This design comes from an exercise in tuning for small area and a short achievable clock period on the open sky130 flow, not from production work. Where RTL was checked, it was by simulation tests only, not by an equivalence proof against the original.

==> run H <==
Design FIR_Filter_16tap, start of the top module:
module FIR_Filter_16tap #(parameter N = 16)(
    input clk, reset, enable,
    input [N-1:0] data_in,
    output [31:0] data_out
);
  reg [15:0] x1;
  reg [15:0] xn2;
  reg [15:0] x3;
  reg [15:0] xn4;
  reg [15:0] x5;
  reg [15:0] xn6;
  reg [15:0] x7;
  reg [15:0] xn8;
  reg [15:0] x9;
  reg [15:0] xn10;
  reg [15:0] x11;
  reg [15:0] xn12;
  reg [15:0] x13;
  reg [15:0] xn14;
  reg [15:0] x15;
  reg [15:0] xn16;
  reg [20:0] Cc;
  reg [24:0] Cs;
  reg [24:0] y1;
  wire _h1_;
  wire _h3_;
  wire _h5_;
  wire _h7_;
  wire _h9_;
  wire _h11_;
  wire _h13_;
  wire _h15_;
  wire _h17_;
  wire _h19_;
  wire _h21_;
  wire _h23_;
  wire _h25_;
  wire _h27_;
  wire _h29_;
  wire _h31_;
  wire _h33_;
  wire _h35_;
  wire _h37_;
  wire _h39_;
  wire _h41_;
  wire _h43_;
  wire _h45_;
  wire _h47_;
  wire _h49_;
  wire _h51_;
  wire _h53_;
  wire _h55_;
  wire _h57_;
  wire _h59_;
  wire _h61_;
  wire _h63_;
  wire _h65_;
  wire _h67_;
  wire _h69_;
  wire _h71_;
  wire _h73_;
  wire _h75_;
  wire _h77_;
  wire _h79_;
  wire _h81_;
  wire _h83_;
  wire _h85_;
  wire _h87_;
  wire _h89_;
  wire _h91_;
  wire _h93_;
  wire _h95_;
  wire _h97_;
  wire _h99_;
  wire _h101_;
  wire _h103_;
  wire _h105_;
  wire _h107_;
  wire _h109_;
  wire _h111_;
  wire _h113_;
  wire _h115_;
  wire _h117_;
  wire _h119_;
  wire _h121_;
  wire _h123_;
  wire _h125_;
  wire _h127_;
  wire _h129_;
  wire _h131_;
  wire _h133_;
  wire _h135_;
  wire _h137_;
  wire _h139_;
  wire _h141_;
  wire _h143_;
  wire _h145_;
  wire _h147_;
  wire _h149_;
  wire _h151_;
  wire _h153_;
  wire _h155_;
  wire _h157_;
  wire _h159_;
  wire _h161_;
  ...
export LEC_CHECK = 0
export CAP_MARGIN = 20
export CORE_MARGIN = 2
export CORE_UTILIZATION = 70
export SLEW_MARGIN = 20
create_clock -name core_clock -period 16.0 [get_ports {clk}]
standard.sh (not shown) runs the stock make flow with config.mk's settings and CLKGATE_MAP_FILE= SYNTH_SCRIPT=/design/flow/synth_recipe.tcl, a recipe that flattens the netlist after the stock synthesis.
==> flow/flow/run.sh <==
#!/bin/bash
# Layout flow: the standard flow with its synthesis netlist replaced by a
# hand-built gate netlist of the same design (flow/hand.py), then
#  - flow/fixpol.py removes inverters around full adders (a full adder is
#    self-dual); the logic function is unchanged;
#  - timing repair aims at a tighter setup margin than the 16 ns clock needs;
#  - ports are buffered with buf_2, and the clock tree uses clkbuf_4/8 with
#    larger sink clusters and no dummy loads.
# The standard synthesis still runs first; if its registers (names and cell
# types) differ from the hand netlist's, its own netlist is kept instead.
set -euo pipefail
MARGIN=${MARGIN:-10.8}
CTS="-sink_clustering_enable -repair_clock_nets -dont_use_dummy_load -buf_list {sky130_fd_sc_hd__clkbuf_8} -sink_clustering_size 15 -sink_clustering_max_diameter 60"
R=orfs/results/sky130hd/FIR_Filter_16tap/base
bash standard.sh synth > make_synth.log 2>&1
cp $R/1_2_yosys.v std_synth.v
python3 flow/hand.py --pol alt --csC -o hand.v > hand.log 2>&1
regs() { grep -o 'dfxtp_1 [^ ]*' "$1" | sort; }
if [[ "$(regs std_synth.v)" == "$(regs hand.v)" ]] && [[ $(regs hand.v | wc -l) -gt 0 ]]; then
  echo "using hand netlist" >> hand.log
  cp hand.v $R/1_2_yosys.v
else
  echo "register mismatch: keeping the standard netlist" >> hand.log
fi
python3 flow/fixpol.py $R/1_2_yosys.v > fixpol.log 2>&1
touch $R/1_2_yosys.v
bash standard.sh finish SETUP_SLACK_MARGIN=$MARGIN "BUFFER_PORTS_ARGS=-buffer_cell sky130_fd_sc_hd__buf_2" "CTS_ARGS=$CTS" > make_finish.log 2>&1
Other scripts of this flow, unchanged in this note and not shown: flow/flow/fixpol.py, flow/flow/hand.py
==> run R (differences from run H) <==
--- a/flow/flow/run.sh
+++ b/flow/flow/run.sh
@@ -11,3 +11,3 @@
 set -euo pipefail
-MARGIN=${MARGIN:-10.8}
+MARGIN=${MARGIN:-11}
 CTS="-sink_clustering_enable -repair_clock_nets -dont_use_dummy_load -buf_list {sky130_fd_sc_hd__clkbuf_8} -sink_clustering_size 15 -sink_clustering_max_diameter 60"
==> summary of the runs <==
Between run H and run R, the lower design area is in run H (gap about 0.27%, measured against run R).
In synthesized cell count, run H and run R do not differ.
Between run H and run R, the lower routed wire length is in run H (gap about 0.8%, measured against run R).
==> figures <==
item	run H	run R
Routed length per placed instance	16.2 µm	16.4 µm
Placed standard-cell area	0.0163 mm²	0.0163 mm²
Routed met2 length	14500 µm	14500 µm
Run status	finished clean	finished clean
Minimum clock period after layout	5.02 ns	4.88 ns
Startpoint of the worst setup timing path	enable	data_in[2]
Wire length the detailed router placed on met1	12300 µm	12100 µm
Data arrival time at the worst-slack endpoint	5.45 ns	5.32 ns
Function was not checked in any run of this note: the RTL went through the layout flow alone.

==> inputs of job 304 <==
Another version of the RTL of FIR_Filter_16tap (not shown whole).
Design FIR_Filter_16tap, start of the top module:
module FIR_Filter_16tap #(parameter N = 16)(
    input clk, reset, enable,
    input [N-1:0] data_in,
    output [31:0] data_out
);
  wire clr = reset | ~enable;
  wire clrn = ~clr;
  reg [15:0] x1;
  reg [15:0] x2;
  reg [15:0] x3;
  reg [15:0] xn4;
  reg [15:0] xn5;
  reg [15:0] xn6;
  reg [15:0] xn7;
  reg [15:0] xn8;
  reg [15:0] xn9;
  reg [15:0] xn10;
  reg [15:0] x11;
  reg [15:0] x12;
  reg [15:0] x13;
  reg [15:0] x14;
  reg [15:0] x15;
  reg [15:0] x16;
  reg [24:0] y1, C;
  wire [24:0] y1n = ~y1;
  wire t1;
  wire t2;
  wire t3;
  wire t4;
  wire t5;
  wire t6;
  wire t7;
  wire t8;
  wire t9;
  wire t10;
  wire t11;
  wire t12;
  wire t13;
  wire t14;
  wire t15;
  wire t16;
  wire t17;
  wire t18;
  wire t19;
  wire t20;
  wire t21;
  wire t22;
  wire t23;
  wire t24;
  wire t25;
  wire t26;
  wire t27;
  wire t28;
  wire t29;
  wire t30;
  wire t31;
  wire t32;
  wire t33;
  wire t34;
  wire t35;
  wire t36;
  wire t37;
  wire t38;
  wire t39;
  wire t40;
  wire t41;
  wire t42;
  wire t43;
  wire t44;
  wire t45;
  wire t46;
  wire t47;
  wire t48;
  wire t49;
  wire t50;
  wire t51;
  wire t52;
  wire t53;
  wire t54;
  wire t55;
  wire t56;
  wire t57;
  wire t58;
  wire t59;
  wire t60;
  wire t61;
  wire t62;
  wire t63;
  wire t64;
  wire t65;
  wire t66;
  wire t67;
  wire t68;
  wire t69;
  wire t70;
  wire t71;
  wire t72;
  wire t73;
  wire t74;
  wire t75;
  wire t76;
  wire t77;
  wire t78;
  wire t79;
  wire t80;
  wire t81;
  wire t82;
  ...
Settings: LEC_CHECK=0, CAP_MARGIN=20, CORE_MARGIN=2, CORE_UTILIZATION=40, SLEW_MARGIN=20; clock period 16.0 ns.
run.sh (not shown) runs the stock make flow with config.mk's settings and CLKGATE_MAP_FILE= SYNTH_SCRIPT=/design/flow/synth_recipe.tcl, a recipe that flattens the netlist after the stock synthesis.
Stock flow here: none of the scripts above is used.
==> job 3729: changes against job 304 <==
==> flow/flow/run.sh (new file) <==
#!/bin/bash
set -e
cp standard.sh synth_recipe.tcl config.mk flow/ 2>/dev/null || true
bash standard.sh > standard.log 2>&1
==> flow/flow/synth_recipe.tcl (new file) <==
proc synth {args} { yosys synth -nofsm -noshare {*}$args }
source $::env(SCRIPTS_DIR)/synth.tcl
# left out here: clear keep_hierarchy, flatten, clean up, hide names made inside functions, write 1_2_yosys.v
==> flow/flow/config.mk (new file) <==
export PLATFORM = sky130hd
export DESIGN_NAME = FIR_Filter_16tap
export DESIGN_NICKNAME = bench
export VERILOG_FILES = /design/flow/design.v
export SDC_FILE = /design/flow/constraint.sdc
export NUM_CORES = 4
export LEC_CHECK = 0
export CAP_MARGIN = 20
export CORE_MARGIN = 2
export CORE_UTILIZATION = 40
export SLEW_MARGIN = 20
==> flow/flow/standard.sh (new file) <==
#!/bin/bash
# The standard flow's own layout of this design, on the ORFS make targets given (by default finish). After
# finish it leaves the final layout's DEF at /design/flow/out/final.def.
set -euo pipefail
make -C /OpenROAD-flow-scripts/flow DESIGN_CONFIG=/design/flow/config.mk WORK_HOME=/design/flow/orfs CLKGATE_MAP_FILE= SYNTH_SCRIPT=/design/flow/synth_recipe.tcl CAP_MARGIN=20 CORE_MARGIN=2 CORE_UTILIZATION=40 SLEW_MARGIN=20 "${@:-finish}"
if [[ -f /design/flow/orfs/results/sky130hd/FIR_Filter_16tap/base/6_final.odb ]]; then
  : # left out here: write the final layout as DEF
fi
==> flow/standard.sh (new file) <==
#!/bin/bash
# synth_recipe.tcl (not shown) runs the flow's synth.tcl, then flattens the netlist and writes it again
# the make line also repeats each setting of config.mk as NAME=value (left out here)
make -C /OpenROAD-flow-scripts/flow DESIGN_CONFIG=/design/flow/config.mk WORK_HOME=/design/flow/orfs CLKGATE_MAP_FILE= SYNTH_SCRIPT=/design/flow/synth_recipe.tcl "${@:-finish}"
removed: flow/run.sh
==> qor summary <==
| quantity | job 3729 | job 304 |
|---|---|---|
| Result of the run | complete, no violations | complete, no violations |
| Area taken by flip-flops and latches | 6130 um^2 | 6130 um^2 |
| Share of final layout cell area taken by clock buffers and inverters | 5.51% | 5.51% |
| Startpoint class of the critical path | input pin | input pin |
| All-layer global routing usage | 15.4% | 15.4% |
| Number of antenna violations at the first check in global routing | 0 | 0 |
| Max Buffers Root-to-Sink | 3 | 3 |
| Area fraction in compound gates after synthesis | 5.18% | 5.18% |
| Buf+Inv Stages, Crit Path | 3 | 3 |
| Final HPWL from detailed placement | 25300 um | 25300 um |
| Critical path type | in -> reg | in -> reg |
| Max-Cap Viols | 0 | 0 |
| TritonCTS clock tree | built | built |
| Met1 usage in global routing | 19.6% | 19.6% |
| Final standard cell count with taps included and fillers excluded | 2275 | 2275 |
| Timing-limited maximum frequency | 156 MHz | 156 MHz |
| Number of non-clock inverters | 390 | 390 |

-- afterwards: timing with drivers on the ports --
How much do the figures lean on ideal ports? The routed layouts below were timed once more, with nothing changed but the port constraints. Step 1 assumes that a clkbuf_16 drives the clock port and a buf_2 every other input. Step 2, shift: input delay + t, output delay - t, t = (earliest + latest rising clock arrival at the registers) / 2. This alone moves slack from input paths to output paths. Slacks: no drivers / after step 1 / after step 2; pairs: no drivers / after step 1.
| run | shift t [ns] | setup slack, ns | worst hold slack (ns) | worst setup path after step 2 | clock arrival spread, ns |
|---|---|---|---|---|---|
| run H | 0.616 | 10.979 / 11.004 / 10.388 | 0.339 / 0.339 / 0.339 | input to register | 0.040 / 0.040 |
| run R | 0.607 | 11.115 / 11.122 / 10.515 | 0.358 / 0.358 / 0.358 | input to register | 0.080 / 0.079 |
| job 304 | 0.619 | 9.575 / 9.607 / 8.988 | 0.387 / 0.387 / 0.387 | input to register | 0.012 / 0.013 |
| job 3729 | 0.619 | 9.575 / 9.607 / 8.988 | 0.387 / 0.387 / 0.387 | input to register | 0.012 / 0.013 |
After both steps every run listed still meets setup and hold. The setup slack of run R, which loses most, moves by +0.007 ns with the drivers and by -0.600 ns with both steps.
